This design comes from an exercise in tuning for small area, a short achievable clock period and few clock cycles on the open sky130 flow, not from production work. Where RTL was checked, it was by simulation tests only, not by an equivalence proof against the original. Power figures rest on the tool's default switching activity, not on a simulated workload.

==> flow/design.v <==
module SimpleCPU(clk, rst, data_fromRAM, wrEn, addr_toRAM, data_toRAM);
input clk, rst;
input wire [31:0] data_fromRAM;
output reg wrEn;
output reg [9:0] addr_toRAM;
output reg [31:0] data_toRAM;    
localparam S_F0  = 4'd0,   
           S_F1  = 4'd1,   
           S_2   = 4'd2,   
           S_3   = 4'd3,   
           S_4   = 4'd4,   
           S_5   = 4'd5,   
           S_IT  = 4'd6,   
           S_J   = 4'd7,   
           S_BR  = 4'd8,   
           S_NFX = 4'd9,   
           S_NFL = 4'd10,  
           S_NFH = 4'd11;  
localparam OP_ADD = 4'd0, OP_ADDi = 4'd1, OP_NAND = 4'd2, OP_NANDi = 4'd3,
           OP_SRL = 4'd4, OP_SRLi = 4'd5, OP_LT = 4'd6, OP_LTi = 4'd7,
           OP_CP = 4'd8, OP_CPi = 4'd9, OP_CPI = 4'd10, OP_CPIi = 4'd11,
           OP_BZJ = 4'd12, OP_BZJi = 4'd13, OP_MUL = 4'd14, OP_MULi = 4'd15;
reg [3:0]  state;
reg        hz;           
reg [9:0]  pc;
reg [3:0]  op;
reg [9:0]  fa;           
reg [31:0] r2;           
reg [31:0] r3;           
reg        g32;          
reg        bz;           
reg        az;           
wire [31:0] d  = data_fromRAM;
wire [31:0] r1 = data_toRAM;
wire [9:0]  pc1 = pc + 10'd1;
wire st_f1  = state == S_F1;
wire st_2   = state == S_2;
wire st_3   = state == S_3;
wire st_4   = state == S_4;
wire st_5   = state == S_5;
wire st_it  = state == S_IT;
wire st_j   = state == S_J;
wire st_br  = state == S_BR;
wire st_nfx = state == S_NFX;
wire st_nfl = state == S_NFL;
wire st_nf  = state == S_NFX || state == S_NFL || state == S_NFH;
wire op_mul  = op[3:1] == 3'b111;
wire op_alu  = ~op[3];                  
wire op_imm  = op[0];
wire op_srl  = op[3:1] == 3'b010;
wire [32:0] sum;
add32 adder (.a(r1), .b(r2), .s(sum));
wire        lt   = sum[32];
wire        srl_last = g32 | (r2[4:1] == 4'd0);
wire        srl_nz   = ~g32 & (r2[4:0] != 5'd0);
wire r3hz = (r3[31:1] == 31'd0);
wire r2lz = (r2[30:0] == 31'd0);
wire r2z  = r2lz & ~r2[31];
wire mul_last = r3hz | r2lz;
wire jz   = st_j & az;
wire take = (st_f1 & ~hz) | (st_br & ~bz) | jz;
wire d_cpi = d[31:28] == OP_CPi;
wire d_cpb = d[31] & ~d[30] & ~d[28];    
wire cpi_fast = ((st_f1 & ~hz) | (st_br & ~bz)) & d_cpi;
reg [3:0] state_n;
reg       nf;            
always @(*) begin
	nf = 1'b0;
	state_n = state;
	case (state)
	S_F0: state_n = S_F1;
	S_F1: state_n = hz ? S_F0 : d_cpi ? S_NFH : S_2;
	S_2:  if (op == OP_CP) begin nf = 1'b1; state_n = S_NFL; end
	      else if (op == OP_CPi) begin nf = 1'b1; state_n = S_NFH; end    
	      else state_n = S_3;
	S_3:  case (op)
		OP_ADDi, OP_NANDi, OP_LTi: begin nf = 1'b1; state_n = S_NFX; end
		OP_SRLi: if (srl_last) begin nf = 1'b1; state_n = S_NFX; end
		         else state_n = S_IT;
		OP_MULi: state_n = S_IT;
		OP_BZJi: state_n = S_J;
		OP_CPIi: begin nf = 1'b1; state_n = S_NFL; end
		OP_CPI: state_n = S_5;
		default: state_n = S_4;  
	      endcase
	S_4:  case (op)
		OP_SRL: state_n = S_IT;
		OP_MUL: if (r2z) begin nf = 1'b1; state_n = S_NFH; end
		        else state_n = S_IT;
		OP_BZJ: state_n = S_BR;
		default: begin nf = 1'b1; state_n = S_NFX; end  
	      endcase
	S_5:  begin nf = 1'b1; state_n = S_NFL; end
	S_IT: if (op[3] ? mul_last : srl_last) begin nf = 1'b1; state_n = S_NFH; end
	S_J:  state_n = jz ? S_2 : S_F0;
	S_BR: state_n = bz ? S_F1 : d_cpi ? S_NFH : S_2;
	S_NFX, S_NFL, S_NFH: state_n = S_F1;
	default: state_n = S_F0;
	endcase
end
wire nf_bzj = st_3 & (op == OP_BZJ);
wire pc_inc = nf | nf_bzj | cpi_fast;
wire pc_jmp = ~pc_inc & (st_j | (st_br & bz));
wire pc_keep = ~pc_inc & ~pc_jmp;
wire a_pc1 = pc_inc;
wire a_a   = take & ~cpi_fast & ~d_cpb;
wire a_ind = (take & d_cpb) | (st_3 & (op == OP_CPI));    
wire a_b   = ~pc_inc & st_2;
wire a_sum = ~take & ~pc_inc & (st_4 | st_j);                     
wire a_fa  = ~(a_a | a_pc1 | a_b | a_ind | a_sum);
always @(posedge clk) begin
	if (rst) begin
		state <= S_F0;
		pc <= 10'd0;
		addr_toRAM <= 10'd0;
		wrEn <= 1'b0;
		hz <= 1'b0;
	end else begin
		state <= state_n;
		wrEn <= st_nf;
		hz <= st_nf & (fa == pc);
		pc <= ({10{pc_inc}} & pc1) | ({10{pc_jmp}} & sum[9:0]) | ({10{pc_keep}} & pc);
		addr_toRAM <= ({10{a_a}} & d[23:14]) | ({10{a_pc1}} & pc1) | ({10{a_b}} & r2[9:0]) |
		              ({10{a_ind}} & d[9:0]) | ({10{a_sum}} & sum[9:0]) | ({10{a_fa}} & fa);
	end
end
wire op_lt   = ~op[3] & op[2] & op[1];
wire sel_zero = (st_2 & (op_mul | op == OP_BZJ)) | ((st_nfx | st_it) & op_srl & g32);
wire sel_nd   = st_3 & op_lt;
wire sel_d    = (st_3 & ((op_alu & ~op_lt) | op == OP_BZJi)) | st_nfl;
wire sel_sum  = (st_nfx & op[2:1] == 2'b00) | (st_it & op[3] & r3[0]);
wire sel_nand = st_nfx & op[2:1] == 2'b01;
wire sel_lt   = st_nfx & op[2:1] == 2'b11;
wire sel_shr  = (st_nfx | st_it) & op_srl & srl_nz;
wire sel_imm  = take;
wire r1_en = sel_imm | sel_zero | sel_nd | sel_d | sel_sum | sel_nand | sel_lt | sel_shr;
wire [31:0] r1_n = ({32{sel_d}} & d) | ({32{sel_imm}} & {18'd0, d[13:0]}) |
                   ({32{sel_nd}} & ~d) | ({32{sel_sum}} & sum[31:0]) |
                   ({32{sel_nand}} & ~(r1 & r2)) | {31'd0, sel_lt & lt} |
                   ({32{sel_shr}} & {1'b0, r1[31:1]});
wire s2_imm = take;
wire s2_d   = (st_3 & (op_mul | op == OP_BZJ)) | (st_4 & op_alu);
wire s2_shl = st_it & op[3];
wire s2_dec = st_it & ~op[3] & srl_nz;
wire s2_keep = ~(s2_imm | s2_d | s2_shl | s2_dec);
wire [31:0] r2_n = ({32{s2_d}} & d) | ({32{s2_imm}} & {18'd0, d[13:0]}) |
                   ({32{s2_shl}} & {r2[30:0], 1'b0}) |
                   ({32{s2_dec}} & {r2[31:5], r2[4:0] - 5'd1}) |
                   ({32{s2_keep}} & r2);
wire fa_cpii = st_3 & (op == OP_CPIi);
wire fa_keep = ~(take | fa_cpii);
always @(posedge clk) begin
	op <= ({4{take}} & d[31:28]) | ({4{~take}} & op);
	fa <= ({10{take}} & d[23:14]) | ({10{fa_cpii}} & d[9:0]) | ({10{fa_keep}} & fa);
	data_toRAM <= r1_n | ({32{~r1_en}} & r1);
	r2 <= r2_n;
	g32 <= (take & |d[13:5]) | (st_4 & |d[31:5]) | (~take & ~st_4 & g32);
	bz  <= (st_4 & (d == 32'd0)) | (~st_4 & bz);
	az  <= (st_3 & (d[9:0] == 10'd0)) | (~st_3 & az);
	r3 <= ({32{st_4}} & d) | ({32{st_3}} & {18'd0, r2[13:0]}) |
	      ({32{~st_3 & ~st_4}} & {1'b0, r3[31:1]});
end
endmodule
module add32(input [31:0] a, input [31:0] b, output [32:0] s);
  wire [31:0] p0 = a ^ b, g0 = a & b;
  wire [31:0] g1, p1, g2, p2, g3, p3, g4, p4, g5, p5, c;
  genvar i;
  generate for (i = 0; i < 32; i = i + 1) begin : l1
    if (i % 2 == 1) begin
      assign g1[i] = g0[i] | p0[i] & g0[i-1]; assign p1[i] = p0[i] & p0[i-1];
    end else begin
      assign g1[i] = g0[i]; assign p1[i] = p0[i];
    end
  end endgenerate
  generate for (i = 0; i < 32; i = i + 1) begin : l2
    if (i % 4 == 3) begin
      assign g2[i] = g1[i] | p1[i] & g1[i-2]; assign p2[i] = p1[i] & p1[i-2];
    end else begin
      assign g2[i] = g1[i]; assign p2[i] = p1[i];
    end
  end endgenerate
  generate for (i = 0; i < 32; i = i + 1) begin : l3
    if (i % 8 == 7) begin
      assign g3[i] = g2[i] | p2[i] & g2[i-4]; assign p3[i] = p2[i] & p2[i-4];
    end else begin
      assign g3[i] = g2[i]; assign p3[i] = p2[i];
    end
  end endgenerate
  generate for (i = 0; i < 32; i = i + 1) begin : l4
    if (i % 16 == 15) begin
      assign g4[i] = g3[i] | p3[i] & g3[i-8]; assign p4[i] = p3[i] & p3[i-8];
    end else begin
      assign g4[i] = g3[i]; assign p4[i] = p3[i];
    end
  end endgenerate
  generate for (i = 0; i < 32; i = i + 1) begin : l5
    if (i == 31) begin
      assign g5[i] = g4[i] | p4[i] & g4[i-16]; assign p5[i] = p4[i] & p4[i-16];
    end else begin
      assign g5[i] = g4[i]; assign p5[i] = p4[i];
    end
  end endgenerate
  generate for (i = 0; i < 32; i = i + 1) begin : dn
    if (i == 0 || i == 1 || i == 3 || i == 7 || i == 15 || i == 31)
      assign c[i] = g5[i];
    else if (i == 23)
      assign c[i] = g5[i] | p5[i] & c[15];
    else if (i % 8 == 7)
      assign c[i] = g5[i] | p5[i] & c[i-8];
    else if (i % 4 == 3)
      assign c[i] = g5[i] | p5[i] & c[i-4];
    else if (i % 2 == 1)
      assign c[i] = g5[i] | p5[i] & c[i-2];
    else
      assign c[i] = g0[i] | p0[i] & c[i-1];
  end endgenerate
  assign s[0] = p0[0];
  generate for (i = 1; i < 32; i = i + 1) begin : so
    assign s[i] = p0[i] ^ c[i-1];
  end endgenerate
  assign s[32] = c[31];
endmodule
clock: 11.0 ns
lec_check: 0
abc_area: 1
cap_margin: 20
core_margin: 2
core_utilization: 40
slew_margin: 20
standard.sh (not shown) runs the stock make flow with config.mk's settings and CLKGATE_MAP_FILE= SYNTH_SCRIPT=/design/flow/synth_recipe.tcl, a recipe that flattens the netlist after the stock synthesis.
==> flow/flow/run.sh <==
#!/bin/bash
# The standard layout, with plain buffers instead of delay cells on the ports,
# and timing repair aimed at a shorter period than the clock's.
set -euo pipefail
export BUFFER_PORTS_ARGS="-buffer_cell sky130_fd_sc_hd__buf_2"
export SETUP_SLACK_MARGIN=7.75
bash standard.sh > standard.log 2>&1
The baseline produced a clean layout.
Rerun with:
--- a/flow/design.v
+++ b/flow/design.v
@@ -59,9 +59,6 @@
 wire mul_last = r3hz | r2lz;
 wire jz   = st_j & az;
 wire take = (st_f1 & ~hz) | (st_br & ~bz) | jz;
-wire d_cpi = d[31:28] == OP_CPi;
-wire d_cpb = d[31] & ~d[30] & ~d[28];    
-wire cpi_fast = ((st_f1 & ~hz) | (st_br & ~bz)) & d_cpi;
 reg [3:0] state_n;
 reg       nf;            
 always @(*) begin
@@ -69,9 +66,9 @@
 	state_n = state;
 	case (state)
 	S_F0: state_n = S_F1;
-	S_F1: state_n = hz ? S_F0 : d_cpi ? S_NFH : S_2;
-	S_2:  if (op == OP_CP) begin nf = 1'b1; state_n = S_NFL; end
-	      else if (op == OP_CPi) begin nf = 1'b1; state_n = S_NFH; end    
+	S_F1: state_n = hz ? S_F0 : S_2;
+	S_2:  if (op == OP_CPi) begin nf = 1'b1; state_n = S_NFX; end    
+	      else if (op == OP_CP) begin nf = 1'b1; state_n = S_NFL; end
 	      else state_n = S_3;
 	S_3:  case (op)
 		OP_ADDi, OP_NANDi, OP_LTi: begin nf = 1'b1; state_n = S_NFX; end
@@ -93,21 +90,21 @@
 	S_5:  begin nf = 1'b1; state_n = S_NFL; end
 	S_IT: if (op[3] ? mul_last : srl_last) begin nf = 1'b1; state_n = S_NFH; end
 	S_J:  state_n = jz ? S_2 : S_F0;
-	S_BR: state_n = bz ? S_F1 : d_cpi ? S_NFH : S_2;
+	S_BR: state_n = bz ? S_F1 : S_2;
 	S_NFX, S_NFL, S_NFH: state_n = S_F1;
 	default: state_n = S_F0;
 	endcase
 end
 wire nf_bzj = st_3 & (op == OP_BZJ);
-wire pc_inc = nf | nf_bzj | cpi_fast;
+wire pc_inc = nf | nf_bzj;
 wire pc_jmp = ~pc_inc & (st_j | (st_br & bz));
 wire pc_keep = ~pc_inc & ~pc_jmp;
 wire a_pc1 = pc_inc;
-wire a_a   = take & ~cpi_fast & ~d_cpb;
-wire a_ind = (take & d_cpb) | (st_3 & (op == OP_CPI));    
-wire a_b   = ~pc_inc & st_2;
-wire a_sum = ~take & ~pc_inc & (st_4 | st_j);                     
-wire a_fa  = ~(a_a | a_pc1 | a_b | a_ind | a_sum);
+wire a_a   = take & d[28];
+wire a_ind = (take & ~d[28]) | (st_3 & (op == OP_CPI)) | (st_4 & (op == OP_BZJ));
+wire a_b   = ~pc_inc & st_2 & op[0];
+wire a_sum = ~take & st_j;                                  
+wire a_fa  = ~(a_a | a_pc1 | a_b | a_ind | a_sum);           
 always @(posedge clk) begin
 	if (rst) begin
 		state <= S_F0;
@@ -125,21 +122,22 @@
 	end
 end
 wire op_lt   = ~op[3] & op[2] & op[1];
-wire sel_zero = (st_2 & (op_mul | op == OP_BZJ)) | ((st_nfx | st_it) & op_srl & g32);
-wire sel_nd   = st_3 & op_lt;
-wire sel_d    = (st_3 & ((op_alu & ~op_lt) | op == OP_BZJi)) | st_nfl;
+wire sel_zero = (st_2 & (op_mul | op == OP_BZJ | op == OP_CPi)) | ((st_nfx | st_it) & op_srl & g32);
+wire sel_nd   = (op[0] ? st_3 : st_4) & op_lt;
+wire sel_d    = (st_3 & ((op_alu & op[0] & ~op_lt) | op == OP_BZJi)) |
+                (st_4 & op_alu & ~op[0] & ~op_lt) | st_nfl;
 wire sel_sum  = (st_nfx & op[2:1] == 2'b00) | (st_it & op[3] & r3[0]);
 wire sel_nand = st_nfx & op[2:1] == 2'b01;
 wire sel_lt   = st_nfx & op[2:1] == 2'b11;
 wire sel_shr  = (st_nfx | st_it) & op_srl & srl_nz;
-wire sel_imm  = take;
-wire r1_en = sel_imm | sel_zero | sel_nd | sel_d | sel_sum | sel_nand | sel_lt | sel_shr;
-wire [31:0] r1_n = ({32{sel_d}} & d) | ({32{sel_imm}} & {18'd0, d[13:0]}) |
+wire r1_en = sel_zero | sel_nd | sel_d | sel_sum | sel_nand | sel_lt | sel_shr;
+wire [31:0] r1_n = ({32{sel_d}} & d) |
                    ({32{sel_nd}} & ~d) | ({32{sel_sum}} & sum[31:0]) |
                    ({32{sel_nand}} & ~(r1 & r2)) | {31'd0, sel_lt & lt} |
                    ({32{sel_shr}} & {1'b0, r1[31:1]});
 wire s2_imm = take;
-wire s2_d   = (st_3 & (op_mul | op == OP_BZJ)) | (st_4 & op_alu);
+wire mswap  = st_4 & (op == OP_MUL) & (r2[31:12] == 20'd0);
+wire s2_d   = (st_3 & (op_mul | (op_alu & ~op[0]))) | (st_4 & ((op == OP_BZJ) | mswap));
 wire s2_shl = st_it & op[3];
 wire s2_dec = st_it & ~op[3] & srl_nz;
 wire s2_keep = ~(s2_imm | s2_d | s2_shl | s2_dec);
@@ -154,10 +152,10 @@
 	fa <= ({10{take}} & d[23:14]) | ({10{fa_cpii}} & d[9:0]) | ({10{fa_keep}} & fa);
 	data_toRAM <= r1_n | ({32{~r1_en}} & r1);
 	r2 <= r2_n;
-	g32 <= (take & |d[13:5]) | (st_4 & |d[31:5]) | (~take & ~st_4 & g32);
-	bz  <= (st_4 & (d == 32'd0)) | (~st_4 & bz);
+	g32 <= (take & |d[13:5]) | (st_3 & ~op[0] & |d[31:5]) | (~take & ~(st_3 & ~op[0]) & g32);
+	bz  <= (st_3 & (d == 32'd0)) | (~st_3 & bz);
 	az  <= (st_3 & (d[9:0] == 10'd0)) | (~st_3 & az);
-	r3 <= ({32{st_4}} & d) | ({32{st_3}} & {18'd0, r2[13:0]}) |
+	r3 <= ({32{st_4 & ~mswap}} & d) | ({32{mswap}} & r2) | ({32{st_3}} & {18'd0, r2[13:0]}) |
 	      ({32{~st_3 & ~st_4}} & {1'b0, r3[31:1]});
 end
 endmodule
The new run went through all stages and came out clean.
Worst setup slack improves by 0.050 ns.
Combinational power goes down by about 10%.
Via count goes down by 2.7%.
Routed wire length goes down by 3.3%.
Synthesized cell count goes down by 1.4%.
Testbench counts after the change, summed over its fixed seeds: cycles 245,510.
Function not checked in the first run of this note: the RTL went through the layout flow alone.

## re-timing with driven ports
In the flow no input, the clock included, has a driving cell. The finished layouts below were timed again as built, in two steps.
Step 1, drivers: a clkbuf_16 drives clk and a buf_2 each remaining input, both assumed.
Step 2 times the ports against the registers' clock, not the clock port: input delays grow and output delays shrink by t, the midpoint of the rising clock arrivals with the driver on.
a / b / c = ideal / step 1 / step 2; a / b = the first two.
| run | shift t [ns] | slack for setup (ns) | worst setup path after step 2 | slew at the worst register clock pin (ns) | worst slew at a driven data input, ns |
|---|---|---|---|---|---|
| the first run | 0.482 | 7.739 / 7.712 / 7.258 | input to register | 0.07 / 0.07 | 0.06 |
| the second run | 0.481 | 7.788 / 7.741 / 7.405 | input to register | 0.07 / 0.07 | 0.03 |
After both steps every run listed still meets setup and hold. For the first run, which loses most, drivers alone change the setup slack by -0.027 ns; drivers and shift together by -0.481 ns.
